Context: an optimization exercise on an open-source flow, tuned for small area, a short achievable clock period and few clock cycles per item. The choices shown serve that exercise and are no tape-out recipe.
RTL that was checked went through simulation tests only; none was proved equivalent to the original.
The RTL of run 2 was laid out without a check of its function.
Power figures rest on the tool's default switching activity, not on a simulated workload.

==> flow/design.v (outline; a module is shown in full before it is edited, if it fits) <==
// module WbRegs: 83 lines
// module iir_core: 3809 lines
// module IIR: 109 lines
module IIR #(
    parameter DW = 24,
    parameter CFGAW = 32,
    parameter CFGDW = 32,
    parameter COEFW = 18,
    parameter COEFQ = 16,
    parameter ORDER = 6,
    parameter STAGE_ORDER = 2
) (
    input  logic clk,
    input  logic rst,
    input  logic signed [DW-1:0] s_axis_tdata,
    input  logic s_axis_tvalid,
    output logic s_axis_tready,
    output logic signed [DW-1:0] m_axis_tdata,
    output logic m_axis_tvalid,
    input  logic m_axis_tready,
    input  logic cyc_i,
    input  logic stb_i,
    input  logic we_i,
    output logic ack_o,
    output logic stall_o,
    input  logic [CFGAW-1:0] addr_i,
    input  logic signed [CFGDW-1:0] data_i,
    output logic signed [CFGDW-1:0] data_o
);
  // ...
==> flow/run.sh <==
#!/bin/bash
# synth_recipe.tcl (not shown) runs the flow's synth.tcl, then flattens the netlist and writes it again
# the make line also repeats each setting of config.mk as NAME=value (left out here)
make -C /OpenROAD-flow-scripts/flow DESIGN_CONFIG=/design/flow/config.mk WORK_HOME=/design/flow/orfs CLKGATE_MAP_FILE= SYNTH_SCRIPT=/design/flow/synth_recipe.tcl finish
==> flow/config.mk <==
export PLATFORM = sky130hd
export DESIGN_NAME = IIR
export DESIGN_NICKNAME = IIR
export VERILOG_FILES = /design/flow/design.v
export SDC_FILE = /design/flow/constraint.sdc
export NUM_CORES = 4
export LEC_CHECK = 0
export CAP_MARGIN = 20
export CORE_MARGIN = 2
export CORE_UTILIZATION = 40
export SETUP_SLACK_MARGIN = 1.9
export SLEW_MARGIN = 20
==> flow/constraint.sdc <==
create_clock -name core_clock -period 8.0 [get_ports {clk}]
set_input_delay 1.6000 -clock core_clock [delete_from_list [all_inputs] [get_ports {clk}]]
set_output_delay 1.6000 -clock core_clock [all_outputs]
set_load 0.01 [all_outputs]
==> impl_metrics.tcl, run 1 <==
set metrics [dict create \
    outcome "complete, no violations" \
    synthMuxAreaShare_pct 0.800 \
    drive_above_1_share_pct 8.31 \
    start_util_pct 40.2 \
    holdPathStages 2 \
    synthXorXnorAreaFrac_pct 15.5 \
    pwr-share-seq_pct 10.0 \
    maxCapViolations 0 \
    min_from "sos[1].iir_core_i.p_c[23]" \
    fp-row-count 255 \
    powerDensity_nw_per_um2 505 \
    final_cells 26000 \
    met3_length_mm 72.4 \
    powerClk_w 0.00765 \
    layout_commonest_cell "fa_1" \
    start_kind "flip-flop" \
    cp_common_cell "fa_1" \
    crit_end "sos[2].iir_core_i.y1[21]" \
    reg2reg_depth 23 \
    intPower_w 0.0509 \
    async_flop_share_pct 0 \
    cts_buffers 163 \
    ys_top_cells_by_area "fa_1 34%, xnor2_1 11%, a22oi_1 9.3%" \
    synth_top_family_by_area "adder cells" \
    drt_pass1_iterations 9 \
    synth.avg_cell_area_sq_um 9.62 \
    highest_layer "met5" \
    path_buf_inv 5 \
    hold_class "reg -> reg" \
    grt_max_degree 129 \
    crit_path_top_delay_cell "fa_1" \
    drt-initial-drc-count 17000 \
    cts_sinks 1223 \
    port_buffers 139 \
    synth_cell_types 92 \
    non_clock_buffer_area_share_pct 3.76 \
    multi_input_area_share_pct 70.1 \
    synth_edf_count 582 \
    min_period_over_period_pct 75.0 \
    reg2reg_to "sos[2].iir_core_i.y1[21]" \
]
Testbench counts, summed over its fixed seeds: cycles 2,104, items 2,048.
==> module WbRegs, before the edit <==
module WbRegs #(
    parameter CFGAW = 32,
    parameter CFGDW = 32,
    parameter REGW = 18,
    parameter N_CTL = 18
) (
    input  logic clk,
    input  logic cyc_i,
    input  logic stb_i,
    input  logic we_i,
    output logic ack_o,
    output logic stall_o,
    input  logic [CFGAW-1:0] addr_i,
    input  logic [CFGDW-1:0] data_i,
    output logic [CFGDW-1:0] data_o,
    output logic [N_CTL*REGW-1:0] ctl_regs,
    output logic [N_CTL/3*(REGW*3/2)-1:0] sel_regs
);
assign stall_o = 1'b0;
function automatic logic is_neg(input int i);
    is_neg = (i % 6) > 3;
endfunction
function automatic logic [REGW-1:0] enc(input logic [REGW-1:0] c);
    enc = c;
    for (int j = 1; j < REGW / 2; j++)
        enc[2*j] = c[2*j] ^ c[2*j-1];
endfunction
function automatic logic [REGW-1:0] dec(input logic [REGW-1:0] e);
    dec = e;
    for (int j = 1; j < REGW / 2; j++)
        dec[2*j] = e[2*j] ^ e[2*j-1];
endfunction
function automatic logic [REGW*3/2-1:0] bsel(input logic [REGW-1:0] e);
    logic lo;
    for (int j = 0; j < REGW / 2; j++) begin
        lo = (j > 0) ? e[2*j-1] : 1'b0;
        bsel[j] = ~e[2*j] & (e[2*j+1] ^ lo);
        bsel[REGW/2 + j] = e[2*j+1] & ~(~e[2*j] & lo);
        bsel[REGW + j] = ~(e[2*j+1] & ~(~e[2*j] & lo));
    end
endfunction
logic [REGW-1:0] regs [N_CTL];
logic [REGW*3/2-1:0] sels [N_CTL/3];
logic [REGW-1:0] rd_raw;
logic rd_neg;
logic [REGW-1:0] do_r;
always_comb begin
    rd_raw = '0;
    rd_neg = 1'b0;
    for (int i = 0; i < N_CTL; i++) begin
        if (addr_i == CFGAW'(i)) begin
            rd_raw = dec(regs[i]);
            rd_neg = is_neg(i);
        end
    end
end
always @(posedge clk) begin
    ack_o <= cyc_i & stb_i;
    if (cyc_i && stb_i) begin
        if (we_i && addr_i < CFGAW'(N_CTL)) begin
            for (int i = 0; i < N_CTL; i++) begin
                if (addr_i == CFGAW'(i))
                    regs[i] <= enc(is_neg(i) ? -data_i[REGW-1:0] : data_i[REGW-1:0]);
            end
        end else begin
            do_r <= rd_neg ? -rd_raw : rd_raw;
        end
    end
end
assign data_o = {{(CFGDW-REGW){do_r[REGW-1]}}, do_r};
always @(posedge clk) begin
    for (int k = 0; k < N_CTL / 3; k++)
        sels[k] <= bsel(regs[(k / 2) * 6 + 4 + (k % 2)]);
end
generate
    for (genvar i = 0; i < N_CTL; i = i + 1) begin : flat
        assign ctl_regs[i*REGW +: REGW] = regs[i];
    end
    for (genvar i = 0; i < N_CTL / 3; i = i + 1) begin : flat_sel
        assign sel_regs[i*(REGW*3/2) +: REGW*3/2] = sels[i];
    end
endgenerate
endmodule
==> module IIR, before the edit <==
module IIR #(
    parameter DW = 24,
    parameter CFGAW = 32,
    parameter CFGDW = 32,
    parameter COEFW = 18,
    parameter COEFQ = 16,
    parameter ORDER = 6,
    parameter STAGE_ORDER = 2
) (
    input  logic clk,
    input  logic rst,
    input  logic signed [DW-1:0] s_axis_tdata,
    input  logic s_axis_tvalid,
    output logic s_axis_tready,
    output logic signed [DW-1:0] m_axis_tdata,
    output logic m_axis_tvalid,
    input  logic m_axis_tready,
    input  logic cyc_i,
    input  logic stb_i,
    input  logic we_i,
    output logic ack_o,
    output logic stall_o,
    input  logic [CFGAW-1:0] addr_i,
    input  logic signed [CFGDW-1:0] data_i,
    output logic signed [CFGDW-1:0] data_o
);
localparam NS = ORDER / STAGE_ORDER;
localparam CPS = 2 * (STAGE_ORDER + 1);
logic [NS*CPS*COEFW-1:0] coefs;
logic [NS*3*COEFW-1:0] sels;
WbRegs #(
    .CFGAW(CFGAW),
    .CFGDW(CFGDW),
    .REGW(COEFW),
    .N_CTL(NS*CPS)
) wb_regs_i (
    .clk,
    .cyc_i,
    .stb_i,
    .we_i,
    .ack_o,
    .stall_o,
    .addr_i,
    .data_i,
    .data_o,
    .ctl_regs(coefs),
    .sel_regs(sels)
);
logic vin;
logic [NS-1:0] vq, vl;
logic adv;
assign adv = !vl[NS-1] || m_axis_tready;
assign s_axis_tready = adv;
assign m_axis_tvalid = vl[NS-1];
logic [DW-1:0] xin, xh1;
always @(posedge clk) begin
    if (adv) begin
        vin <= s_axis_tvalid;
    end
    if (s_axis_tvalid && adv) begin
        xin <= s_axis_tdata;
        xh1 <= xin;
    end
    if (adv) begin
        vq <= {vl[NS-2:0], vin};
        vl <= vq;
    end
    if (rst) begin
        vin <= 1'b0;
        vq <= '0;
        vl <= '0;
        xin <= '0;
        xh1 <= '0;
    end
end
logic [NS*DW-1:0] y1, y2;
generate
    for (genvar s = 0; s < NS; s = s + 1) begin : sos
        logic [DW-1:0] x, x1;
        logic vx;
        if (s == 0) begin : first
            assign x = xin;
            assign x1 = xh1;
            assign vx = vin;
        end else begin : chained
            assign x = y1[(s-1)*DW +: DW];
            assign x1 = y2[(s-1)*DW +: DW];
            assign vx = vl[s-1];
        end
        iir_core #(
            .DW(DW),
            .COEFW(COEFW)
        ) iir_core_i (
            .clk,
            .rst,
            .adv,
            .vx,
            .vq(vq[s]),
            .x,
            .xh1(x1),
            .coefs(coefs[s*CPS*COEFW +: CPS*COEFW]),
            .sels(sels[s*3*COEFW +: 3*COEFW]),
            .yo(y1[s*DW +: DW]),
            .y2(y2[s*DW +: DW])
        );
    end
endgenerate
assign m_axis_tdata = y1[(NS-1)*DW +: DW];
endmodule
==> run 2: changes to the inputs <==
--- a/flow/design.v
+++ b/flow/design.v
@@ -14,7 +14,7 @@
     input  logic [CFGDW-1:0] data_i,
     output logic [CFGDW-1:0] data_o,
     output logic [N_CTL*REGW-1:0] ctl_regs,
-    output logic [N_CTL/3*(REGW*3/2)-1:0] sel_regs
+    output logic [N_CTL/3*(REGW*5/2)-1:0] sel_regs
 );
 assign stall_o = 1'b0;
 function automatic logic is_neg(input int i);
@@ -30,17 +30,19 @@
     for (int j = 1; j < REGW / 2; j++)
         dec[2*j] = e[2*j] ^ e[2*j-1];
 endfunction
-function automatic logic [REGW*3/2-1:0] bsel(input logic [REGW-1:0] e);
+function automatic logic [REGW*5/2-1:0] bsel(input logic [REGW-1:0] e);
     logic lo;
     for (int j = 0; j < REGW / 2; j++) begin
         lo = (j > 0) ? e[2*j-1] : 1'b0;
         bsel[j] = ~e[2*j] & (e[2*j+1] ^ lo);
         bsel[REGW/2 + j] = e[2*j+1] & ~(~e[2*j] & lo);
         bsel[REGW + j] = ~(e[2*j+1] & ~(~e[2*j] & lo));
+        bsel[REGW*3/2 + j] = e[2*j];
+        bsel[REGW*2 + j] = ~e[2*j];
     end
 endfunction
 logic [REGW-1:0] regs [N_CTL];
-logic [REGW*3/2-1:0] sels [N_CTL/3];
+logic [REGW*5/2-1:0] sels [N_CTL/3];
 logic [REGW-1:0] rd_raw;
 logic rd_neg;
 logic [REGW-1:0] do_r;
@@ -77,7 +79,7 @@
         assign ctl_regs[i*REGW +: REGW] = regs[i];
     end
     for (genvar i = 0; i < N_CTL / 3; i = i + 1) begin : flat_sel
-        assign sel_regs[i*(REGW*3/2) +: REGW*3/2] = sels[i];
+        assign sel_regs[i*(REGW*5/2) +: REGW*5/2] = sels[i];
     end
 endgenerate
 endmodule
@@ -93,7 +95,7 @@
     input  logic [DW-1:0] x,    
     input  logic [DW-1:0] xh1,  
     input  logic [6*COEFW-1:0] coefs,
-    input  logic [3*COEFW-1:0] sels,
+    input  logic [5*COEFW-1:0] sels,
     output logic [DW-1:0] yo,
     output logic [DW-1:0] y2
 );
@@ -254,50 +256,59 @@
 assign cn2_xn[8] = cn2[17] & ~(~cn2[16] & cn2[15]);
 assign cn2_nc[8] = cn2[17] & ~(~cn2[16] & cn2[15]);
 logic [8:0] cn1_one, cn1_two, cn1_xn, cn1_nc;
-logic [26:0] cn1_sel;
-logic [8:0] cn1_xnb;
-assign cn1_sel = sels[0 +: 27];
-assign cn1_one[0] = cn1[0];
+logic [44:0] cn1_sel;
+logic [8:0] cn1_xnb, cn1_oneb;
+assign cn1_sel = sels[0 +: 45];
+assign cn1_one[0] = cn1_sel[27];
+assign cn1_oneb[0] = cn1_sel[36];
 assign cn1_two[0] = cn1_sel[0];
 assign cn1_xn[0] = cn1_sel[9];
 assign cn1_nc[0] = cn1_sel[9];
 assign cn1_xnb[0] = cn1_sel[18];
-assign cn1_one[1] = cn1[2];
+assign cn1_one[1] = cn1_sel[28];
+assign cn1_oneb[1] = cn1_sel[37];
 assign cn1_two[1] = cn1_sel[1];
 assign cn1_xn[1] = cn1_sel[10];
 assign cn1_nc[1] = cn1_sel[10];
 assign cn1_xnb[1] = cn1_sel[19];
-assign cn1_one[2] = cn1[4];
+assign cn1_one[2] = cn1_sel[29];
+assign cn1_oneb[2] = cn1_sel[38];
 assign cn1_two[2] = cn1_sel[2];
 assign cn1_xn[2] = cn1_sel[11];
 assign cn1_nc[2] = cn1_sel[11];
 assign cn1_xnb[2] = cn1_sel[20];
-assign cn1_one[3] = cn1[6];
+assign cn1_one[3] = cn1_sel[30];
+assign cn1_oneb[3] = cn1_sel[39];
 assign cn1_two[3] = cn1_sel[3];
 assign cn1_xn[3] = cn1_sel[12];
 assign cn1_nc[3] = cn1_sel[12];
 assign cn1_xnb[3] = cn1_sel[21];
-assign cn1_one[4] = cn1[8];
+assign cn1_one[4] = cn1_sel[31];
+assign cn1_oneb[4] = cn1_sel[40];
 assign cn1_two[4] = cn1_sel[4];
 assign cn1_xn[4] = cn1_sel[13];
 assign cn1_nc[4] = cn1_sel[13];
 assign cn1_xnb[4] = cn1_sel[22];
-assign cn1_one[5] = cn1[10];
+assign cn1_one[5] = cn1_sel[32];
+assign cn1_oneb[5] = cn1_sel[41];
 assign cn1_two[5] = cn1_sel[5];
 assign cn1_xn[5] = cn1_sel[14];
 assign cn1_nc[5] = cn1_sel[14];
 assign cn1_xnb[5] = cn1_sel[23];
-assign cn1_one[6] = cn1[12];
+assign cn1_one[6] = cn1_sel[33];
+assign cn1_oneb[6] = cn1_sel[42];
 assign cn1_two[6] = cn1_sel[6];
 assign cn1_xn[6] = cn1_sel[15];
 assign cn1_nc[6] = cn1_sel[15];
 assign cn1_xnb[6] = cn1_sel[24];
-assign cn1_one[7] = cn1[14];
+assign cn1_one[7] = cn1_sel[34];
+assign cn1_oneb[7] = cn1_sel[43];
 assign cn1_two[7] = cn1_sel[7];
 assign cn1_xn[7] = cn1_sel[16];
 assign cn1_nc[7] = cn1_sel[16];
 assign cn1_xnb[7] = cn1_sel[25];
-assign cn1_one[8] = cn1[16];
+assign cn1_one[8] = cn1_sel[35];
+assign cn1_oneb[8] = cn1_sel[44];
 assign cn1_two[8] = cn1_sel[8];
 assign cn1_xn[8] = cn1_sel[17];
 assign cn1_nc[8] = cn1_sel[17];
@@ -3118,19 +3129,19 @@
 assign pp_yn1[0][9] = (cn1_one[0] & pp_yn1_t[0][9]) | (cn1_two[0] & pp_yn1_t[0][8]);
 assign pp_yn1[0][10] = (cn1_one[0] & pp_yn1_t[0][10]) | (cn1_two[0] & pp_yn1_t[0][9]);
 assign pp_yn1[0][11] = (cn1_one[0] & pp_yn1_t[0][11]) | (cn1_two[0] & pp_yn1_t[0][10]);
-assign pp_yn1[0][12] = (cn1_one[0] & pp_yn1_t[0][12]) | (cn1_two[0] & pp_yn1_t[0][11]);
-assign pp_yn1[0][13] = (cn1_one[0] & pp_yn1_t[0][13]) | (cn1_two[0] & pp_yn1_t[0][12]);
-assign pp_yn1[0][14] = (cn1_one[0] & pp_yn1_t[0][14]) | (cn1_two[0] & pp_yn1_t[0][13]);
-assign pp_yn1[0][15] = (cn1_one[0] & pp_yn1_t[0][15]) | (cn1_two[0] & pp_yn1_t[0][14]);
-assign pp_yn1[0][16] = (cn1_one[0] & pp_yn1_t[0][16]) | (cn1_two[0] & pp_yn1_t[0][15]);
-assign pp_yn1[0][17] = (cn1_one[0] & pp_yn1_t[0][17]) | (cn1_two[0] & pp_yn1_t[0][16]);
-assign pp_yn1[0][18] = (cn1_one[0] & pp_yn1_t[0][18]) | (cn1_two[0] & pp_yn1_t[0][17]);
-assign pp_yn1[0][19] = (cn1_one[0] & pp_yn1_t[0][19]) | (cn1_two[0] & pp_yn1_t[0][18]);
-assign pp_yn1[0][20] = (cn1_one[0] & pp_yn1_t[0][20]) | (cn1_two[0] & pp_yn1_t[0][19]);
-assign pp_yn1[0][21] = (cn1_one[0] & pp_yn1_t[0][21]) | (cn1_two[0] & pp_yn1_t[0][20]);
-assign pp_yn1[0][22] = (cn1_one[0] & pp_yn1_t[0][22]) | (cn1_two[0] & pp_yn1_t[0][21]);
-assign pp_yn1[0][23] = (cn1_one[0] & pp_yn1_t[0][23]) | (cn1_two[0] & pp_yn1_t[0][22]);
-assign pp_yn1[0][24] = (cn1_one[0] & pp_yn1_t[0][23]) | (cn1_two[0] & pp_yn1_t[0][23]);
+assign pp_yn1[0][12] = (~cn1_oneb[0] & pp_yn1_t[0][12]) | (cn1_two[0] & pp_yn1_t[0][11]);
+assign pp_yn1[0][13] = (~cn1_oneb[0] & pp_yn1_t[0][13]) | (cn1_two[0] & pp_yn1_t[0][12]);
+assign pp_yn1[0][14] = (~cn1_oneb[0] & pp_yn1_t[0][14]) | (cn1_two[0] & pp_yn1_t[0][13]);
+assign pp_yn1[0][15] = (~cn1_oneb[0] & pp_yn1_t[0][15]) | (cn1_two[0] & pp_yn1_t[0][14]);
+assign pp_yn1[0][16] = (~cn1_oneb[0] & pp_yn1_t[0][16]) | (cn1_two[0] & pp_yn1_t[0][15]);
+assign pp_yn1[0][17] = (~cn1_oneb[0] & pp_yn1_t[0][17]) | (cn1_two[0] & pp_yn1_t[0][16]);
+assign pp_yn1[0][18] = (~cn1_oneb[0] & pp_yn1_t[0][18]) | (cn1_two[0] & pp_yn1_t[0][17]);
+assign pp_yn1[0][19] = (~cn1_oneb[0] & pp_yn1_t[0][19]) | (cn1_two[0] & pp_yn1_t[0][18]);
+assign pp_yn1[0][20] = (~cn1_oneb[0] & pp_yn1_t[0][20]) | (cn1_two[0] & pp_yn1_t[0][19]);
+assign pp_yn1[0][21] = (~cn1_oneb[0] & pp_yn1_t[0][21]) | (cn1_two[0] & pp_yn1_t[0][20]);
+assign pp_yn1[0][22] = (~cn1_oneb[0] & pp_yn1_t[0][22]) | (cn1_two[0] & pp_yn1_t[0][21]);
+assign pp_yn1[0][23] = (~cn1_oneb[0] & pp_yn1_t[0][23]) | (cn1_two[0] & pp_yn1_t[0][22]);
+assign pp_yn1[0][24] = (~cn1_oneb[0] & pp_yn1_t[0][23]) | (cn1_two[0] & pp_yn1_t[0][23]);
 assign pp_yn1_t[1][11:0] = y1[11:0] ^ {12{cn1_xn[1]}};
 assign pp_yn1_t[1][23:12] = ~(y1[23:12] ^ {12{cn1_xnb[1]}});
 assign pp_yn1[1][0] = (cn1_one[1] & pp_yn1_t[1][0]) | (cn1_two[1] & cn1_xn[1]);
@@ -3145,19 +3156,19 @@
 assign pp_yn1[1][9] = (cn1_one[1] & pp_yn1_t[1][9]) | (cn1_two[1] & pp_yn1_t[1][8]);
 assign pp_yn1[1][10] = (cn1_one[1] & pp_yn1_t[1][10]) | (cn1_two[1] & pp_yn1_t[1][9]);
 assign pp_yn1[1][11] = (cn1_one[1] & pp_yn1_t[1][11]) | (cn1_two[1] & pp_yn1_t[1][10]);
-assign pp_yn1[1][12] = (cn1_one[1] & pp_yn1_t[1][12]) | (cn1_two[1] & pp_yn1_t[1][11]);
-assign pp_yn1[1][13] = (cn1_one[1] & pp_yn1_t[1][13]) | (cn1_two[1] & pp_yn1_t[1][12]);
-assign pp_yn1[1][14] = (cn1_one[1] & pp_yn1_t[1][14]) | (cn1_two[1] & pp_yn1_t[1][13]);
-assign pp_yn1[1][15] = (cn1_one[1] & pp_yn1_t[1][15]) | (cn1_two[1] & pp_yn1_t[1][14]);
-assign pp_yn1[1][16] = (cn1_one[1] & pp_yn1_t[1][16]) | (cn1_two[1] & pp_yn1_t[1][15]);
-assign pp_yn1[1][17] = (cn1_one[1] & pp_yn1_t[1][17]) | (cn1_two[1] & pp_yn1_t[1][16]);
-assign pp_yn1[1][18] = (cn1_one[1] & pp_yn1_t[1][18]) | (cn1_two[1] & pp_yn1_t[1][17]);
-assign pp_yn1[1][19] = (cn1_one[1] & pp_yn1_t[1][19]) | (cn1_two[1] & pp_yn1_t[1][18]);
-assign pp_yn1[1][20] = (cn1_one[1] & pp_yn1_t[1][20]) | (cn1_two[1] & pp_yn1_t[1][19]);
-assign pp_yn1[1][21] = (cn1_one[1] & pp_yn1_t[1][21]) | (cn1_two[1] & pp_yn1_t[1][20]);
-assign pp_yn1[1][22] = (cn1_one[1] & pp_yn1_t[1][22]) | (cn1_two[1] & pp_yn1_t[1][21]);
-assign pp_yn1[1][23] = (cn1_one[1] & pp_yn1_t[1][23]) | (cn1_two[1] & pp_yn1_t[1][22]);
-assign pp_yn1[1][24] = (cn1_one[1] & pp_yn1_t[1][23]) | (cn1_two[1] & pp_yn1_t[1][23]);
+assign pp_yn1[1][12] = (~cn1_oneb[1] & pp_yn1_t[1][12]) | (cn1_two[1] & pp_yn1_t[1][11]);
+assign pp_yn1[1][13] = (~cn1_oneb[1] & pp_yn1_t[1][13]) | (cn1_two[1] & pp_yn1_t[1][12]);
+assign pp_yn1[1][14] = (~cn1_oneb[1] & pp_yn1_t[1][14]) | (cn1_two[1] & pp_yn1_t[1][13]);
+assign pp_yn1[1][15] = (~cn1_oneb[1] & pp_yn1_t[1][15]) | (cn1_two[1] & pp_yn1_t[1][14]);
+assign pp_yn1[1][16] = (~cn1_oneb[1] & pp_yn1_t[1][16]) | (cn1_two[1] & pp_yn1_t[1][15]);
+assign pp_yn1[1][17] = (~cn1_oneb[1] & pp_yn1_t[1][17]) | (cn1_two[1] & pp_yn1_t[1][16]);
+assign pp_yn1[1][18] = (~cn1_oneb[1] & pp_yn1_t[1][18]) | (cn1_two[1] & pp_yn1_t[1][17]);
+assign pp_yn1[1][19] = (~cn1_oneb[1] & pp_yn1_t[1][19]) | (cn1_two[1] & pp_yn1_t[1][18]);
+assign pp_yn1[1][20] = (~cn1_oneb[1] & pp_yn1_t[1][20]) | (cn1_two[1] & pp_yn1_t[1][19]);
+assign pp_yn1[1][21] = (~cn1_oneb[1] & pp_yn1_t[1][21]) | (cn1_two[1] & pp_yn1_t[1][20]);
+assign pp_yn1[1][22] = (~cn1_oneb[1] & pp_yn1_t[1][22]) | (cn1_two[1] & pp_yn1_t[1][21]);
+assign pp_yn1[1][23] = (~cn1_oneb[1] & pp_yn1_t[1][23]) | (cn1_two[1] & pp_yn1_t[1][22]);
+assign pp_yn1[1][24] = (~cn1_oneb[1] & pp_yn1_t[1][23]) | (cn1_two[1] & pp_yn1_t[1][23]);
 assign pp_yn1_t[2][11:0] = y1[11:0] ^ {12{cn1_xn[2]}};
 assign pp_yn1_t[2][23:12] = ~(y1[23:12] ^ {12{cn1_xnb[2]}});
 assign pp_yn1[2][0] = (cn1_one[2] & pp_yn1_t[2][0]) | (cn1_two[2] & cn1_xn[2]);
@@ -3172,19 +3183,19 @@
 assign pp_yn1[2][9] = (cn1_one[2] & pp_yn1_t[2][9]) | (cn1_two[2] & pp_yn1_t[2][8]);
 assign pp_yn1[2][10] = (cn1_one[2] & pp_yn1_t[2][10]) | (cn1_two[2] & pp_yn1_t[2][9]);
 assign pp_yn1[2][11] = (cn1_one[2] & pp_yn1_t[2][11]) | (cn1_two[2] & pp_yn1_t[2][10]);
-assign pp_yn1[2][12] = (cn1_one[2] & pp_yn1_t[2][12]) | (cn1_two[2] & pp_yn1_t[2][11]);
-assign pp_yn1[2][13] = (cn1_one[2] & pp_yn1_t[2][13]) | (cn1_two[2] & pp_yn1_t[2][12]);
-assign pp_yn1[2][14] = (cn1_one[2] & pp_yn1_t[2][14]) | (cn1_two[2] & pp_yn1_t[2][13]);
-assign pp_yn1[2][15] = (cn1_one[2] & pp_yn1_t[2][15]) | (cn1_two[2] & pp_yn1_t[2][14]);
-assign pp_yn1[2][16] = (cn1_one[2] & pp_yn1_t[2][16]) | (cn1_two[2] & pp_yn1_t[2][15]);
-assign pp_yn1[2][17] = (cn1_one[2] & pp_yn1_t[2][17]) | (cn1_two[2] & pp_yn1_t[2][16]);
-assign pp_yn1[2][18] = (cn1_one[2] & pp_yn1_t[2][18]) | (cn1_two[2] & pp_yn1_t[2][17]);
-assign pp_yn1[2][19] = (cn1_one[2] & pp_yn1_t[2][19]) | (cn1_two[2] & pp_yn1_t[2][18]);
-assign pp_yn1[2][20] = (cn1_one[2] & pp_yn1_t[2][20]) | (cn1_two[2] & pp_yn1_t[2][19]);
-assign pp_yn1[2][21] = (cn1_one[2] & pp_yn1_t[2][21]) | (cn1_two[2] & pp_yn1_t[2][20]);
-assign pp_yn1[2][22] = (cn1_one[2] & pp_yn1_t[2][22]) | (cn1_two[2] & pp_yn1_t[2][21]);
-assign pp_yn1[2][23] = (cn1_one[2] & pp_yn1_t[2][23]) | (cn1_two[2] & pp_yn1_t[2][22]);
-assign pp_yn1[2][24] = (cn1_one[2] & pp_yn1_t[2][23]) | (cn1_two[2] & pp_yn1_t[2][23]);
+assign pp_yn1[2][12] = (~cn1_oneb[2] & pp_yn1_t[2][12]) | (cn1_two[2] & pp_yn1_t[2][11]);
+assign pp_yn1[2][13] = (~cn1_oneb[2] & pp_yn1_t[2][13]) | (cn1_two[2] & pp_yn1_t[2][12]);
+assign pp_yn1[2][14] = (~cn1_oneb[2] & pp_yn1_t[2][14]) | (cn1_two[2] & pp_yn1_t[2][13]);
+assign pp_yn1[2][15] = (~cn1_oneb[2] & pp_yn1_t[2][15]) | (cn1_two[2] & pp_yn1_t[2][14]);
+assign pp_yn1[2][16] = (~cn1_oneb[2] & pp_yn1_t[2][16]) | (cn1_two[2] & pp_yn1_t[2][15]);
+assign pp_yn1[2][17] = (~cn1_oneb[2] & pp_yn1_t[2][17]) | (cn1_two[2] & pp_yn1_t[2][16]);
+assign pp_yn1[2][18] = (~cn1_oneb[2] & pp_yn1_t[2][18]) | (cn1_two[2] & pp_yn1_t[2][17]);
+assign pp_yn1[2][19] = (~cn1_oneb[2] & pp_yn1_t[2][19]) | (cn1_two[2] & pp_yn1_t[2][18]);
+assign pp_yn1[2][20] = (~cn1_oneb[2] & pp_yn1_t[2][20]) | (cn1_two[2] & pp_yn1_t[2][19]);
+assign pp_yn1[2][21] = (~cn1_oneb[2] & pp_yn1_t[2][21]) | (cn1_two[2] & pp_yn1_t[2][20]);
+assign pp_yn1[2][22] = (~cn1_oneb[2] & pp_yn1_t[2][22]) | (cn1_two[2] & pp_yn1_t[2][21]);
+assign pp_yn1[2][23] = (~cn1_oneb[2] & pp_yn1_t[2][23]) | (cn1_two[2] & pp_yn1_t[2][22]);
+assign pp_yn1[2][24] = (~cn1_oneb[2] & pp_yn1_t[2][23]) | (cn1_two[2] & pp_yn1_t[2][23]);
 assign pp_yn1_t[3][11:0] = y1[11:0] ^ {12{cn1_xn[3]}};
 assign pp_yn1_t[3][23:12] = ~(y1[23:12] ^ {12{cn1_xnb[3]}});
 assign pp_yn1[3][0] = (cn1_one[3] & pp_yn1_t[3][0]) | (cn1_two[3] & cn1_xn[3]);
@@ -3199,19 +3210,19 @@
 assign pp_yn1[3][9] = (cn1_one[3] & pp_yn1_t[3][9]) | (cn1_two[3] & pp_yn1_t[3][8]);
 assign pp_yn1[3][10] = (cn1_one[3] & pp_yn1_t[3][10]) | (cn1_two[3] & pp_yn1_t[3][9]);
 assign pp_yn1[3][11] = (cn1_one[3] & pp_yn1_t[3][11]) | (cn1_two[3] & pp_yn1_t[3][10]);
-assign pp_yn1[3][12] = (cn1_one[3] & pp_yn1_t[3][12]) | (cn1_two[3] & pp_yn1_t[3][11]);
-assign pp_yn1[3][13] = (cn1_one[3] & pp_yn1_t[3][13]) | (cn1_two[3] & pp_yn1_t[3][12]);
-assign pp_yn1[3][14] = (cn1_one[3] & pp_yn1_t[3][14]) | (cn1_two[3] & pp_yn1_t[3][13]);
-assign pp_yn1[3][15] = (cn1_one[3] & pp_yn1_t[3][15]) | (cn1_two[3] & pp_yn1_t[3][14]);
-assign pp_yn1[3][16] = (cn1_one[3] & pp_yn1_t[3][16]) | (cn1_two[3] & pp_yn1_t[3][15]);
-assign pp_yn1[3][17] = (cn1_one[3] & pp_yn1_t[3][17]) | (cn1_two[3] & pp_yn1_t[3][16]);
-assign pp_yn1[3][18] = (cn1_one[3] & pp_yn1_t[3][18]) | (cn1_two[3] & pp_yn1_t[3][17]);
-assign pp_yn1[3][19] = (cn1_one[3] & pp_yn1_t[3][19]) | (cn1_two[3] & pp_yn1_t[3][18]);
-assign pp_yn1[3][20] = (cn1_one[3] & pp_yn1_t[3][20]) | (cn1_two[3] & pp_yn1_t[3][19]);
-assign pp_yn1[3][21] = (cn1_one[3] & pp_yn1_t[3][21]) | (cn1_two[3] & pp_yn1_t[3][20]);
-assign pp_yn1[3][22] = (cn1_one[3] & pp_yn1_t[3][22]) | (cn1_two[3] & pp_yn1_t[3][21]);
-assign pp_yn1[3][23] = (cn1_one[3] & pp_yn1_t[3][23]) | (cn1_two[3] & pp_yn1_t[3][22]);
-assign pp_yn1[3][24] = (cn1_one[3] & pp_yn1_t[3][23]) | (cn1_two[3] & pp_yn1_t[3][23]);
+assign pp_yn1[3][12] = (~cn1_oneb[3] & pp_yn1_t[3][12]) | (cn1_two[3] & pp_yn1_t[3][11]);
+assign pp_yn1[3][13] = (~cn1_oneb[3] & pp_yn1_t[3][13]) | (cn1_two[3] & pp_yn1_t[3][12]);
+assign pp_yn1[3][14] = (~cn1_oneb[3] & pp_yn1_t[3][14]) | (cn1_two[3] & pp_yn1_t[3][13]);
+assign pp_yn1[3][15] = (~cn1_oneb[3] & pp_yn1_t[3][15]) | (cn1_two[3] & pp_yn1_t[3][14]);
+assign pp_yn1[3][16] = (~cn1_oneb[3] & pp_yn1_t[3][16]) | (cn1_two[3] & pp_yn1_t[3][15]);
+assign pp_yn1[3][17] = (~cn1_oneb[3] & pp_yn1_t[3][17]) | (cn1_two[3] & pp_yn1_t[3][16]);
+assign pp_yn1[3][18] = (~cn1_oneb[3] & pp_yn1_t[3][18]) | (cn1_two[3] & pp_yn1_t[3][17]);
+assign pp_yn1[3][19] = (~cn1_oneb[3] & pp_yn1_t[3][19]) | (cn1_two[3] & pp_yn1_t[3][18]);
+assign pp_yn1[3][20] = (~cn1_oneb[3] & pp_yn1_t[3][20]) | (cn1_two[3] & pp_yn1_t[3][19]);
+assign pp_yn1[3][21] = (~cn1_oneb[3] & pp_yn1_t[3][21]) | (cn1_two[3] & pp_yn1_t[3][20]);
+assign pp_yn1[3][22] = (~cn1_oneb[3] & pp_yn1_t[3][22]) | (cn1_two[3] & pp_yn1_t[3][21]);
+assign pp_yn1[3][23] = (~cn1_oneb[3] & pp_yn1_t[3][23]) | (cn1_two[3] & pp_yn1_t[3][22]);
+assign pp_yn1[3][24] = (~cn1_oneb[3] & pp_yn1_t[3][23]) | (cn1_two[3] & pp_yn1_t[3][23]);
 assign pp_yn1_t[4][11:0] = y1[11:0] ^ {12{cn1_xn[4]}};
 assign pp_yn1_t[4][23:12] = ~(y1[23:12] ^ {12{cn1_xnb[4]}});
 assign pp_yn1[4][0] = (cn1_one[4] & pp_yn1_t[4][0]) | (cn1_two[4] & cn1_xn[4]);
@@ -3226,19 +3237,19 @@
 assign pp_yn1[4][9] = (cn1_one[4] & pp_yn1_t[4][9]) | (cn1_two[4] & pp_yn1_t[4][8]);
 assign pp_yn1[4][10] = (cn1_one[4] & pp_yn1_t[4][10]) | (cn1_two[4] & pp_yn1_t[4][9]);
 assign pp_yn1[4][11] = (cn1_one[4] & pp_yn1_t[4][11]) | (cn1_two[4] & pp_yn1_t[4][10]);
-assign pp_yn1[4][12] = (cn1_one[4] & pp_yn1_t[4][12]) | (cn1_two[4] & pp_yn1_t[4][11]);
-assign pp_yn1[4][13] = (cn1_one[4] & pp_yn1_t[4][13]) | (cn1_two[4] & pp_yn1_t[4][12]);
-assign pp_yn1[4][14] = (cn1_one[4] & pp_yn1_t[4][14]) | (cn1_two[4] & pp_yn1_t[4][13]);
-assign pp_yn1[4][15] = (cn1_one[4] & pp_yn1_t[4][15]) | (cn1_two[4] & pp_yn1_t[4][14]);
-assign pp_yn1[4][16] = (cn1_one[4] & pp_yn1_t[4][16]) | (cn1_two[4] & pp_yn1_t[4][15]);
-assign pp_yn1[4][17] = (cn1_one[4] & pp_yn1_t[4][17]) | (cn1_two[4] & pp_yn1_t[4][16]);
-assign pp_yn1[4][18] = (cn1_one[4] & pp_yn1_t[4][18]) | (cn1_two[4] & pp_yn1_t[4][17]);
-assign pp_yn1[4][19] = (cn1_one[4] & pp_yn1_t[4][19]) | (cn1_two[4] & pp_yn1_t[4][18]);
-assign pp_yn1[4][20] = (cn1_one[4] & pp_yn1_t[4][20]) | (cn1_two[4] & pp_yn1_t[4][19]);
-assign pp_yn1[4][21] = (cn1_one[4] & pp_yn1_t[4][21]) | (cn1_two[4] & pp_yn1_t[4][20]);
-assign pp_yn1[4][22] = (cn1_one[4] & pp_yn1_t[4][22]) | (cn1_two[4] & pp_yn1_t[4][21]);
-assign pp_yn1[4][23] = (cn1_one[4] & pp_yn1_t[4][23]) | (cn1_two[4] & pp_yn1_t[4][22]);
-assign pp_yn1[4][24] = (cn1_one[4] & pp_yn1_t[4][23]) | (cn1_two[4] & pp_yn1_t[4][23]);
+assign pp_yn1[4][12] = (~cn1_oneb[4] & pp_yn1_t[4][12]) | (cn1_two[4] & pp_yn1_t[4][11]);
+assign pp_yn1[4][13] = (~cn1_oneb[4] & pp_yn1_t[4][13]) | (cn1_two[4] & pp_yn1_t[4][12]);
+assign pp_yn1[4][14] = (~cn1_oneb[4] & pp_yn1_t[4][14]) | (cn1_two[4] & pp_yn1_t[4][13]);
+assign pp_yn1[4][15] = (~cn1_oneb[4] & pp_yn1_t[4][15]) | (cn1_two[4] & pp_yn1_t[4][14]);
+assign pp_yn1[4][16] = (~cn1_oneb[4] & pp_yn1_t[4][16]) | (cn1_two[4] & pp_yn1_t[4][15]);
+assign pp_yn1[4][17] = (~cn1_oneb[4] & pp_yn1_t[4][17]) | (cn1_two[4] & pp_yn1_t[4][16]);
+assign pp_yn1[4][18] = (~cn1_oneb[4] & pp_yn1_t[4][18]) | (cn1_two[4] & pp_yn1_t[4][17]);
+assign pp_yn1[4][19] = (~cn1_oneb[4] & pp_yn1_t[4][19]) | (cn1_two[4] & pp_yn1_t[4][18]);
+assign pp_yn1[4][20] = (~cn1_oneb[4] & pp_yn1_t[4][20]) | (cn1_two[4] & pp_yn1_t[4][19]);
+assign pp_yn1[4][21] = (~cn1_oneb[4] & pp_yn1_t[4][21]) | (cn1_two[4] & pp_yn1_t[4][20]);
+assign pp_yn1[4][22] = (~cn1_oneb[4] & pp_yn1_t[4][22]) | (cn1_two[4] & pp_yn1_t[4][21]);
+assign pp_yn1[4][23] = (~cn1_oneb[4] & pp_yn1_t[4][23]) | (cn1_two[4] & pp_yn1_t[4][22]);
+assign pp_yn1[4][24] = (~cn1_oneb[4] & pp_yn1_t[4][23]) | (cn1_two[4] & pp_yn1_t[4][23]);
 assign pp_yn1_t[5][11:0] = y1[11:0] ^ {12{cn1_xn[5]}};
 assign pp_yn1_t[5][23:12] = ~(y1[23:12] ^ {12{cn1_xnb[5]}});
 assign pp_yn1[5][0] = (cn1_one[5] & pp_yn1_t[5][0]) | (cn1_two[5] & cn1_xn[5]);
@@ -3253,19 +3264,19 @@
 assign pp_yn1[5][9] = (cn1_one[5] & pp_yn1_t[5][9]) | (cn1_two[5] & pp_yn1_t[5][8]);
 assign pp_yn1[5][10] = (cn1_one[5] & pp_yn1_t[5][10]) | (cn1_two[5] & pp_yn1_t[5][9]);
 assign pp_yn1[5][11] = (cn1_one[5] & pp_yn1_t[5][11]) | (cn1_two[5] & pp_yn1_t[5][10]);
-assign pp_yn1[5][12] = (cn1_one[5] & pp_yn1_t[5][12]) | (cn1_two[5] & pp_yn1_t[5][11]);
-assign pp_yn1[5][13] = (cn1_one[5] & pp_yn1_t[5][13]) | (cn1_two[5] & pp_yn1_t[5][12]);
-assign pp_yn1[5][14] = (cn1_one[5] & pp_yn1_t[5][14]) | (cn1_two[5] & pp_yn1_t[5][13]);
-assign pp_yn1[5][15] = (cn1_one[5] & pp_yn1_t[5][15]) | (cn1_two[5] & pp_yn1_t[5][14]);
-assign pp_yn1[5][16] = (cn1_one[5] & pp_yn1_t[5][16]) | (cn1_two[5] & pp_yn1_t[5][15]);
-assign pp_yn1[5][17] = (cn1_one[5] & pp_yn1_t[5][17]) | (cn1_two[5] & pp_yn1_t[5][16]);
-assign pp_yn1[5][18] = (cn1_one[5] & pp_yn1_t[5][18]) | (cn1_two[5] & pp_yn1_t[5][17]);
-assign pp_yn1[5][19] = (cn1_one[5] & pp_yn1_t[5][19]) | (cn1_two[5] & pp_yn1_t[5][18]);
-assign pp_yn1[5][20] = (cn1_one[5] & pp_yn1_t[5][20]) | (cn1_two[5] & pp_yn1_t[5][19]);
-assign pp_yn1[5][21] = (cn1_one[5] & pp_yn1_t[5][21]) | (cn1_two[5] & pp_yn1_t[5][20]);
-assign pp_yn1[5][22] = (cn1_one[5] & pp_yn1_t[5][22]) | (cn1_two[5] & pp_yn1_t[5][21]);
-assign pp_yn1[5][23] = (cn1_one[5] & pp_yn1_t[5][23]) | (cn1_two[5] & pp_yn1_t[5][22]);
-assign pp_yn1[5][24] = (cn1_one[5] & pp_yn1_t[5][23]) | (cn1_two[5] & pp_yn1_t[5][23]);
+assign pp_yn1[5][12] = (~cn1_oneb[5] & pp_yn1_t[5][12]) | (cn1_two[5] & pp_yn1_t[5][11]);
+assign pp_yn1[5][13] = (~cn1_oneb[5] & pp_yn1_t[5][13]) | (cn1_two[5] & pp_yn1_t[5][12]);
+assign pp_yn1[5][14] = (~cn1_oneb[5] & pp_yn1_t[5][14]) | (cn1_two[5] & pp_yn1_t[5][13]);
+assign pp_yn1[5][15] = (~cn1_oneb[5] & pp_yn1_t[5][15]) | (cn1_two[5] & pp_yn1_t[5][14]);
+assign pp_yn1[5][16] = (~cn1_oneb[5] & pp_yn1_t[5][16]) | (cn1_two[5] & pp_yn1_t[5][15]);
+assign pp_yn1[5][17] = (~cn1_oneb[5] & pp_yn1_t[5][17]) | (cn1_two[5] & pp_yn1_t[5][16]);
+assign pp_yn1[5][18] = (~cn1_oneb[5] & pp_yn1_t[5][18]) | (cn1_two[5] & pp_yn1_t[5][17]);
+assign pp_yn1[5][19] = (~cn1_oneb[5] & pp_yn1_t[5][19]) | (cn1_two[5] & pp_yn1_t[5][18]);
+assign pp_yn1[5][20] = (~cn1_oneb[5] & pp_yn1_t[5][20]) | (cn1_two[5] & pp_yn1_t[5][19]);
+assign pp_yn1[5][21] = (~cn1_oneb[5] & pp_yn1_t[5][21]) | (cn1_two[5] & pp_yn1_t[5][20]);
+assign pp_yn1[5][22] = (~cn1_oneb[5] & pp_yn1_t[5][22]) | (cn1_two[5] & pp_yn1_t[5][21]);
+assign pp_yn1[5][23] = (~cn1_oneb[5] & pp_yn1_t[5][23]) | (cn1_two[5] & pp_yn1_t[5][22]);
+assign pp_yn1[5][24] = (~cn1_oneb[5] & pp_yn1_t[5][23]) | (cn1_two[5] & pp_yn1_t[5][23]);
 assign pp_yn1_t[6][11:0] = y1[11:0] ^ {12{cn1_xn[6]}};
 assign pp_yn1_t[6][23:12] = ~(y1[23:12] ^ {12{cn1_xnb[6]}});
 assign pp_yn1[6][0] = (cn1_one[6] & pp_yn1_t[6][0]) | (cn1_two[6] & cn1_xn[6]);
@@ -3280,19 +3291,19 @@
 assign pp_yn1[6][9] = (cn1_one[6] & pp_yn1_t[6][9]) | (cn1_two[6] & pp_yn1_t[6][8]);
 assign pp_yn1[6][10] = (cn1_one[6] & pp_yn1_t[6][10]) | (cn1_two[6] & pp_yn1_t[6][9]);
 assign pp_yn1[6][11] = (cn1_one[6] & pp_yn1_t[6][11]) | (cn1_two[6] & pp_yn1_t[6][10]);
-assign pp_yn1[6][12] = (cn1_one[6] & pp_yn1_t[6][12]) | (cn1_two[6] & pp_yn1_t[6][11]);
-assign pp_yn1[6][13] = (cn1_one[6] & pp_yn1_t[6][13]) | (cn1_two[6] & pp_yn1_t[6][12]);
-assign pp_yn1[6][14] = (cn1_one[6] & pp_yn1_t[6][14]) | (cn1_two[6] & pp_yn1_t[6][13]);
-assign pp_yn1[6][15] = (cn1_one[6] & pp_yn1_t[6][15]) | (cn1_two[6] & pp_yn1_t[6][14]);
-assign pp_yn1[6][16] = (cn1_one[6] & pp_yn1_t[6][16]) | (cn1_two[6] & pp_yn1_t[6][15]);
-assign pp_yn1[6][17] = (cn1_one[6] & pp_yn1_t[6][17]) | (cn1_two[6] & pp_yn1_t[6][16]);
-assign pp_yn1[6][18] = (cn1_one[6] & pp_yn1_t[6][18]) | (cn1_two[6] & pp_yn1_t[6][17]);
-assign pp_yn1[6][19] = (cn1_one[6] & pp_yn1_t[6][19]) | (cn1_two[6] & pp_yn1_t[6][18]);
-assign pp_yn1[6][20] = (cn1_one[6] & pp_yn1_t[6][20]) | (cn1_two[6] & pp_yn1_t[6][19]);
-assign pp_yn1[6][21] = (cn1_one[6] & pp_yn1_t[6][21]) | (cn1_two[6] & pp_yn1_t[6][20]);
-assign pp_yn1[6][22] = (cn1_one[6] & pp_yn1_t[6][22]) | (cn1_two[6] & pp_yn1_t[6][21]);
-assign pp_yn1[6][23] = (cn1_one[6] & pp_yn1_t[6][23]) | (cn1_two[6] & pp_yn1_t[6][22]);
-assign pp_yn1[6][24] = (cn1_one[6] & pp_yn1_t[6][23]) | (cn1_two[6] & pp_yn1_t[6][23]);
+assign pp_yn1[6][12] = (~cn1_oneb[6] & pp_yn1_t[6][12]) | (cn1_two[6] & pp_yn1_t[6][11]);
+assign pp_yn1[6][13] = (~cn1_oneb[6] & pp_yn1_t[6][13]) | (cn1_two[6] & pp_yn1_t[6][12]);
+assign pp_yn1[6][14] = (~cn1_oneb[6] & pp_yn1_t[6][14]) | (cn1_two[6] & pp_yn1_t[6][13]);
+assign pp_yn1[6][15] = (~cn1_oneb[6] & pp_yn1_t[6][15]) | (cn1_two[6] & pp_yn1_t[6][14]);
+assign pp_yn1[6][16] = (~cn1_oneb[6] & pp_yn1_t[6][16]) | (cn1_two[6] & pp_yn1_t[6][15]);
+assign pp_yn1[6][17] = (~cn1_oneb[6] & pp_yn1_t[6][17]) | (cn1_two[6] & pp_yn1_t[6][16]);
+assign pp_yn1[6][18] = (~cn1_oneb[6] & pp_yn1_t[6][18]) | (cn1_two[6] & pp_yn1_t[6][17]);
+assign pp_yn1[6][19] = (~cn1_oneb[6] & pp_yn1_t[6][19]) | (cn1_two[6] & pp_yn1_t[6][18]);
+assign pp_yn1[6][20] = (~cn1_oneb[6] & pp_yn1_t[6][20]) | (cn1_two[6] & pp_yn1_t[6][19]);
+assign pp_yn1[6][21] = (~cn1_oneb[6] & pp_yn1_t[6][21]) | (cn1_two[6] & pp_yn1_t[6][20]);
+assign pp_yn1[6][22] = (~cn1_oneb[6] & pp_yn1_t[6][22]) | (cn1_two[6] & pp_yn1_t[6][21]);
+assign pp_yn1[6][23] = (~cn1_oneb[6] & pp_yn1_t[6][23]) | (cn1_two[6] & pp_yn1_t[6][22]);
+assign pp_yn1[6][24] = (~cn1_oneb[6] & pp_yn1_t[6][23]) | (cn1_two[6] & pp_yn1_t[6][23]);
 assign pp_yn1_t[7][11:0] = y1[11:0] ^ {12{cn1_xn[7]}};
 assign pp_yn1_t[7][23:12] = ~(y1[23:12] ^ {12{cn1_xnb[7]}});
 assign pp_yn1[7][0] = (cn1_one[7] & pp_yn1_t[7][0]) | (cn1_two[7] & cn1_xn[7]);
@@ -3307,19 +3318,19 @@
 assign pp_yn1[7][9] = (cn1_one[7] & pp_yn1_t[7][9]) | (cn1_two[7] & pp_yn1_t[7][8]);
 assign pp_yn1[7][10] = (cn1_one[7] & pp_yn1_t[7][10]) | (cn1_two[7] & pp_yn1_t[7][9]);
 assign pp_yn1[7][11] = (cn1_one[7] & pp_yn1_t[7][11]) | (cn1_two[7] & pp_yn1_t[7][10]);
-assign pp_yn1[7][12] = (cn1_one[7] & pp_yn1_t[7][12]) | (cn1_two[7] & pp_yn1_t[7][11]);
-assign pp_yn1[7][13] = (cn1_one[7] & pp_yn1_t[7][13]) | (cn1_two[7] & pp_yn1_t[7][12]);
-assign pp_yn1[7][14] = (cn1_one[7] & pp_yn1_t[7][14]) | (cn1_two[7] & pp_yn1_t[7][13]);
-assign pp_yn1[7][15] = (cn1_one[7] & pp_yn1_t[7][15]) | (cn1_two[7] & pp_yn1_t[7][14]);
-assign pp_yn1[7][16] = (cn1_one[7] & pp_yn1_t[7][16]) | (cn1_two[7] & pp_yn1_t[7][15]);
-assign pp_yn1[7][17] = (cn1_one[7] & pp_yn1_t[7][17]) | (cn1_two[7] & pp_yn1_t[7][16]);
-assign pp_yn1[7][18] = (cn1_one[7] & pp_yn1_t[7][18]) | (cn1_two[7] & pp_yn1_t[7][17]);
-assign pp_yn1[7][19] = (cn1_one[7] & pp_yn1_t[7][19]) | (cn1_two[7] & pp_yn1_t[7][18]);
-assign pp_yn1[7][20] = (cn1_one[7] & pp_yn1_t[7][20]) | (cn1_two[7] & pp_yn1_t[7][19]);
-assign pp_yn1[7][21] = (cn1_one[7] & pp_yn1_t[7][21]) | (cn1_two[7] & pp_yn1_t[7][20]);
-assign pp_yn1[7][22] = (cn1_one[7] & pp_yn1_t[7][22]) | (cn1_two[7] & pp_yn1_t[7][21]);
-assign pp_yn1[7][23] = (cn1_one[7] & pp_yn1_t[7][23]) | (cn1_two[7] & pp_yn1_t[7][22]);
-assign pp_yn1[7][24] = (cn1_one[7] & pp_yn1_t[7][23]) | (cn1_two[7] & pp_yn1_t[7][23]);
+assign pp_yn1[7][12] = (~cn1_oneb[7] & pp_yn1_t[7][12]) | (cn1_two[7] & pp_yn1_t[7][11]);
+assign pp_yn1[7][13] = (~cn1_oneb[7] & pp_yn1_t[7][13]) | (cn1_two[7] & pp_yn1_t[7][12]);
+assign pp_yn1[7][14] = (~cn1_oneb[7] & pp_yn1_t[7][14]) | (cn1_two[7] & pp_yn1_t[7][13]);
+assign pp_yn1[7][15] = (~cn1_oneb[7] & pp_yn1_t[7][15]) | (cn1_two[7] & pp_yn1_t[7][14]);
+assign pp_yn1[7][16] = (~cn1_oneb[7] & pp_yn1_t[7][16]) | (cn1_two[7] & pp_yn1_t[7][15]);
+assign pp_yn1[7][17] = (~cn1_oneb[7] & pp_yn1_t[7][17]) | (cn1_two[7] & pp_yn1_t[7][16]);
+assign pp_yn1[7][18] = (~cn1_oneb[7] & pp_yn1_t[7][18]) | (cn1_two[7] & pp_yn1_t[7][17]);
+assign pp_yn1[7][19] = (~cn1_oneb[7] & pp_yn1_t[7][19]) | (cn1_two[7] & pp_yn1_t[7][18]);
+assign pp_yn1[7][20] = (~cn1_oneb[7] & pp_yn1_t[7][20]) | (cn1_two[7] & pp_yn1_t[7][19]);
+assign pp_yn1[7][21] = (~cn1_oneb[7] & pp_yn1_t[7][21]) | (cn1_two[7] & pp_yn1_t[7][20]);
+assign pp_yn1[7][22] = (~cn1_oneb[7] & pp_yn1_t[7][22]) | (cn1_two[7] & pp_yn1_t[7][21]);
+assign pp_yn1[7][23] = (~cn1_oneb[7] & pp_yn1_t[7][23]) | (cn1_two[7] & pp_yn1_t[7][22]);
+assign pp_yn1[7][24] = (~cn1_oneb[7] & pp_yn1_t[7][23]) | (cn1_two[7] & pp_yn1_t[7][23]);
 assign pp_yn1_t[8][11:0] = y1[11:0] ^ {12{cn1_xn[8]}};
 assign pp_yn1_t[8][23:12] = ~(y1[23:12] ^ {12{cn1_xnb[8]}});
 assign pp_yn1[8][0] = (cn1_one[8] & pp_yn1_t[8][0]) | (cn1_two[8] & cn1_xn[8]);
@@ -3334,19 +3345,19 @@
 assign pp_yn1[8][9] = (cn1_one[8] & pp_yn1_t[8][9]) | (cn1_two[8] & pp_yn1_t[8][8]);
 assign pp_yn1[8][10] = (cn1_one[8] & pp_yn1_t[8][10]) | (cn1_two[8] & pp_yn1_t[8][9]);
 assign pp_yn1[8][11] = (cn1_one[8] & pp_yn1_t[8][11]) | (cn1_two[8] & pp_yn1_t[8][10]);
-assign pp_yn1[8][12] = (cn1_one[8] & pp_yn1_t[8][12]) | (cn1_two[8] & pp_yn1_t[8][11]);
-assign pp_yn1[8][13] = (cn1_one[8] & pp_yn1_t[8][13]) | (cn1_two[8] & pp_yn1_t[8][12]);
-assign pp_yn1[8][14] = (cn1_one[8] & pp_yn1_t[8][14]) | (cn1_two[8] & pp_yn1_t[8][13]);
-assign pp_yn1[8][15] = (cn1_one[8] & pp_yn1_t[8][15]) | (cn1_two[8] & pp_yn1_t[8][14]);
-assign pp_yn1[8][16] = (cn1_one[8] & pp_yn1_t[8][16]) | (cn1_two[8] & pp_yn1_t[8][15]);
-assign pp_yn1[8][17] = (cn1_one[8] & pp_yn1_t[8][17]) | (cn1_two[8] & pp_yn1_t[8][16]);
-assign pp_yn1[8][18] = (cn1_one[8] & pp_yn1_t[8][18]) | (cn1_two[8] & pp_yn1_t[8][17]);
-assign pp_yn1[8][19] = (cn1_one[8] & pp_yn1_t[8][19]) | (cn1_two[8] & pp_yn1_t[8][18]);
-assign pp_yn1[8][20] = (cn1_one[8] & pp_yn1_t[8][20]) | (cn1_two[8] & pp_yn1_t[8][19]);
-assign pp_yn1[8][21] = (cn1_one[8] & pp_yn1_t[8][21]) | (cn1_two[8] & pp_yn1_t[8][20]);
-assign pp_yn1[8][22] = (cn1_one[8] & pp_yn1_t[8][22]) | (cn1_two[8] & pp_yn1_t[8][21]);
-assign pp_yn1[8][23] = (cn1_one[8] & pp_yn1_t[8][23]) | (cn1_two[8] & pp_yn1_t[8][22]);
-assign pp_yn1[8][24] = (cn1_one[8] & pp_yn1_t[8][23]) | (cn1_two[8] & pp_yn1_t[8][23]);
+assign pp_yn1[8][12] = (~cn1_oneb[8] & pp_yn1_t[8][12]) | (cn1_two[8] & pp_yn1_t[8][11]);
+assign pp_yn1[8][13] = (~cn1_oneb[8] & pp_yn1_t[8][13]) | (cn1_two[8] & pp_yn1_t[8][12]);
+assign pp_yn1[8][14] = (~cn1_oneb[8] & pp_yn1_t[8][14]) | (cn1_two[8] & pp_yn1_t[8][13]);
+assign pp_yn1[8][15] = (~cn1_oneb[8] & pp_yn1_t[8][15]) | (cn1_two[8] & pp_yn1_t[8][14]);
+assign pp_yn1[8][16] = (~cn1_oneb[8] & pp_yn1_t[8][16]) | (cn1_two[8] & pp_yn1_t[8][15]);
+assign pp_yn1[8][17] = (~cn1_oneb[8] & pp_yn1_t[8][17]) | (cn1_two[8] & pp_yn1_t[8][16]);
+assign pp_yn1[8][18] = (~cn1_oneb[8] & pp_yn1_t[8][18]) | (cn1_two[8] & pp_yn1_t[8][17]);
+assign pp_yn1[8][19] = (~cn1_oneb[8] & pp_yn1_t[8][19]) | (cn1_two[8] & pp_yn1_t[8][18]);
+assign pp_yn1[8][20] = (~cn1_oneb[8] & pp_yn1_t[8][20]) | (cn1_two[8] & pp_yn1_t[8][19]);
+assign pp_yn1[8][21] = (~cn1_oneb[8] & pp_yn1_t[8][21]) | (cn1_two[8] & pp_yn1_t[8][20]);
+assign pp_yn1[8][22] = (~cn1_oneb[8] & pp_yn1_t[8][22]) | (cn1_two[8] & pp_yn1_t[8][21]);
+assign pp_yn1[8][23] = (~cn1_oneb[8] & pp_yn1_t[8][23]) | (cn1_two[8] & pp_yn1_t[8][22]);
+assign pp_yn1[8][24] = (~cn1_oneb[8] & pp_yn1_t[8][23]) | (cn1_two[8] & pp_yn1_t[8][23]);
 logic [254:0] lt_s, lt_c;
 assign lt_s[0] = q_s[12] ^ q_c[12];
 assign lt_c[0] = q_s[12] & q_c[12];
@@ -3919,7 +3930,7 @@
 localparam NS = ORDER / STAGE_ORDER;
 localparam CPS = 2 * (STAGE_ORDER + 1);
 logic [NS*CPS*COEFW-1:0] coefs;
-logic [NS*3*COEFW-1:0] sels;
+logic [NS*5*COEFW-1:0] sels;
 WbRegs #(
     .CFGAW(CFGAW),
     .CFGDW(CFGDW),
@@ -3991,7 +4002,7 @@
             .x,
             .xh1(x1),
             .coefs(coefs[s*CPS*COEFW +: CPS*COEFW]),
-            .sels(sels[s*3*COEFW +: 3*COEFW]),
+            .sels(sels[s*5*COEFW +: 5*COEFW]),
             .yo(y1[s*DW +: DW]),
             .y2(y2[s*DW +: DW])
         );
==> run 2 against run 1 <==
- critical path type unchanged
- wire length is 4.4% higher
- die area up 0.64%
- maximum frequency fell by 0.54%
- non-clock buffer count down 22
- utilization is 0.12 points higher
==> impl_metrics.tcl, run 2 <==
set metrics [dict create \
    place_ws_ns 1.04 \
    rrSetupSlack_ns 1.97 \
    layout_commonest_cell "fa_1" \
    drt-initial-drc-count 17900 \
    drive_above_1_share_pct 8.40 \
    largest-register "wb_regs_i.regs" \
    fillers 47100 \
    outcome "complete, no violations" \
    finalSetupViolations 0 \
    drc_errors 0 \
    largest_registers "wb_regs_i.regs: 324 flops, wb_regs_i.sels: 135 flops" \
    powerDensity_nw_per_um2 484 \
    tns_ns 0 \
    r2r-start "wb_regs_i.regs[2][3]" \
    via_count 155000 \
    vias_per_cell 5.87 \
    rsz0062_at_grt "yes" \
    postRouteAntennaNets 0 \
    io_pins 155 \
    finalMaxSlewViolations 0 \
    hold_viol 0 \
    grt_overflow 0 \
    clock_latency_ns 0.97 \
    cts_buffers 171 \
    swShare_pct 51.8 \
    crit_fanout 15 \
    ys_top_cells_by_area "fa_1 34%, xnor2_1 10%, edfxtp_1 9.0%" \
    finalClockSkew_ns 0.0888 \
    worstSetupPathType "reg -> reg" \
    yosysTopAreaCellShare_pct 33.5 \
    intPower_w 0.0496 \
    drt-total-wl_mm 758 \
    wl_per_cell_microns 28.8 \
    regArea_sq_um 31600 \
    place_congestion 1.01 \
    area_growth_pct 9.08 \
    largest_register_ffs 324 \
    antenna_found_initial 42 \
    p_leak_nw 86.9 \
    setup_ws_ns 1.97 \
    synth_cell_types 100 \
    worst_pin_slew_ns 1.29 \
    drt_pass1_iterations 8 \
    crit_start "wb_regs_i.regs[2][3]" \
    p_sw_w 0.0533 \
    hold_class "reg -> reg" \
    multi_input_area_sq_um 148000 \
    min_period_over_period_pct 75.4 \
    async_flop_share_pct 0 \
    pwr-share-seq_pct 10.7 \
    synth_edf_count 582 \
    synth-seq-cells 1277 \
    cts_tree "yes" \
    combPwrFrac_pct 81.2 \
    h-tree-depth 4 \
    start_util_pct 40.1 \
    syn-num-nets 24200 \
    cp-end-kind "flip-flop" \
    track_usage_pct 30.1 \
    die_x_microns 702 \
    die_area_sq_um 493000 \
    fp.dieH_microns 702 \
    clkPwrFrac_pct 8.1 \
    core_area_sq_um 486000 \
    vdd_ir_drop_max_mv 1.12 \
    max_clock_freq_mhz 166 \
    relSlewSlack_pct 13.9 \
    yosys_warnings 15 \
    synth.avg_cell_area_sq_um 9.57 \
    grt_pass1_vias 157000 \
    synth_cells 20400 \
    synth_ff_type "dfxtp_1" \
    crit_end "sos[0].iir_core_i.p_c[24]" \
    synth.largest_area_cell "fa_1" \
    path_clk_slew_ns 0.06 \
    port_buffers 139 \
    cts_max_path_buffers 4 \
    reg2reg_depth 14 \
    grt_pass1_wl_mm 1090 \
    synthTopCellsByCount "3267 x fa_1, 2908 x inv_1, 2293 x xnor2_1" \
    period_minus_slack_ns 6.03 \
    fp-row-count 256 \
    cts_sinks 1277 \
    cts_root_buffer "clkbuf_16" \
    required_ns 8.82 \
    hpwlAfterDp_mm 604 \
    maxCapViolations 0 \
    final_cell_mix "3244 x fa_1, 2882 x inv_1, 2284 x a22oi_1" \
    synthesis.area_sq_um 195000 \
    reg2reg_to "sos[0].iir_core_i.p_c[24]" \
    yosysMostFrequentCell "fa_1" \
    crit_arrival_ns 6.85 \
    grt_max_degree 83 \
    final_nets 23600 \
    start_kind "flip-flop" \
    yosysSeqAreaShare_pct 16.1 \
    cts_hold_buf 0 \
]
[run 2: worst min-delay path by stage]
stage	from	endpoint	slack [ns]	cells after the start
after floorplan	wb_regs_i.regs[4][0]	wb_regs_i.sels[0][27]	0.37	0
after global placement	wb_regs_i.regs[16][6]	wb_regs_i.sels[4][30]	0.38	0
after detailed placement	wb_regs_i.regs[4][6]	wb_regs_i.sels[0][30]	0.39	0
after CTS	wb_regs_i.regs[16][6]	wb_regs_i.sels[4][30]	0.40	0
after global routing	wb_regs_i.regs[16][14]	wb_regs_i.sels[4][34]	0.42	0
final	wb_regs_i.regs[16][6]	wb_regs_i.sels[4][30]	0.40	0
[run 2: power by group through the flow]
stage | Combinational, W | Clock [W] | Sequential, W
floorplan | 0.0556 | 0 | 0.0105
detailed placement | 0.0789 | 0 | 0.0112
finish | 0.0836 | 0.00829 | 0.0110
global route | 0.0936 | 0.00866 | 0.0112
CTS | 0.0830 | 0.00844 | 0.0111
global placement | 0.0779 | 0 | 0.0111
[run 2: timing repair]
action,in CTS,in global routing
setup buffers,47,106
pin swaps,13,51
cloned,2,8
resized for setup,175,276
setup endpoints to repair,121,216
[run 2: final cells by class]
class                   count  area share [%]
repair buffers            926            3.65
inverters                2931            5.21
flip-flops and latches   1277            14.9
diodes                     31          0.0365
clock inverters           107           0.615
multi-input cells       14400            69.7
well taps                6450            3.80
clock buffers             208            2.16
[run 2: through the flow]
step                area (sq um)  power (W)  hold WS (ns)  cells  util, %
finish                    213000      0.103         0.398  26300     43.8
global route              213000      0.113         0.419  26300     43.8
CTS                       210000      0.103         0.400  26200     43.3
detailed placement        204000     0.0901         0.388  25800     41.9
global placement          204000     0.0890         0.378  25800     41.9
floorplan                 195000     0.0660         0.371  20400        -
[run 2: layer usage]
metal  up-vias  routed length (microns)  global-route usage [%]
met2      8625                   336000                    47.1
met3      1761                    76800                    6.77
met1     78700                   301000                    39.7
met4        20                    42800                    13.8
li1      65600                        -                       -
met5         -                      138                       0
[run 2: logic make-up after synthesis]
kind of cell / after synthesis / synth area share [%]
multiplexers: 131 / 0.707
adder cells (fa/ha/maj): 3751 / 36.7
buffers and inverters: 4691 / 9.09
flip-flops: 1277 / 16.1
other: 1 / 0.00192
AO/OA/AOI/OAI: 4743 / 16.8
AND/OR/NAND/NOR: 2340 / 5.18
XOR/XNOR: 3442 / 15.5
[run 2: critical path, cell delays in order, from the launching register on]
cell and delay (ns):
edfxtp_1 0.81, xor2_1 0.61, and2_1 0.82, a22oi_1 0.25
fa_1 0.54, fa_1 0.46, fa_1 0.62, inv_1 0.07
fa_1 0.35, inv_1 0.07, fa_1 0.41, inv_1 0.14
fa_1 0.52, nand2_1 0.11, a21oi_1 0.08

==> port drivers added, routing unchanged <==
The flow's constraints put no driver on any port. The routed layouts listed below were extracted and timed again, unchanged, in two steps. Step 1 sets driving cells, clkbuf_16 on the clock port and buf_2 on the other inputs (assumed; they add their load-dependent delay and slew). Step 2 also shifts input and output timing later by t, the mid clock arrival at the registers, as if the neighbouring blocks saw the same clock. Three values: ideal ports, drivers, drivers and shift; two values: the first two.
run	t, ns	setup WS [ns]	worst setup path at the end	worst slew at a driven data input, ns	pins driven straight from the clock port
run 1	1.052	2.000 / 2.000 / 1.028	input to register	0.32	1
run 2	1.050	1.967 / 1.967 / 1.135	input to register	0.32	1
After both steps setup and hold are still met in every run listed. The setup slack of run 1, which loses most, moves by 0.000 ns with the drivers and by -0.972 ns with both steps.
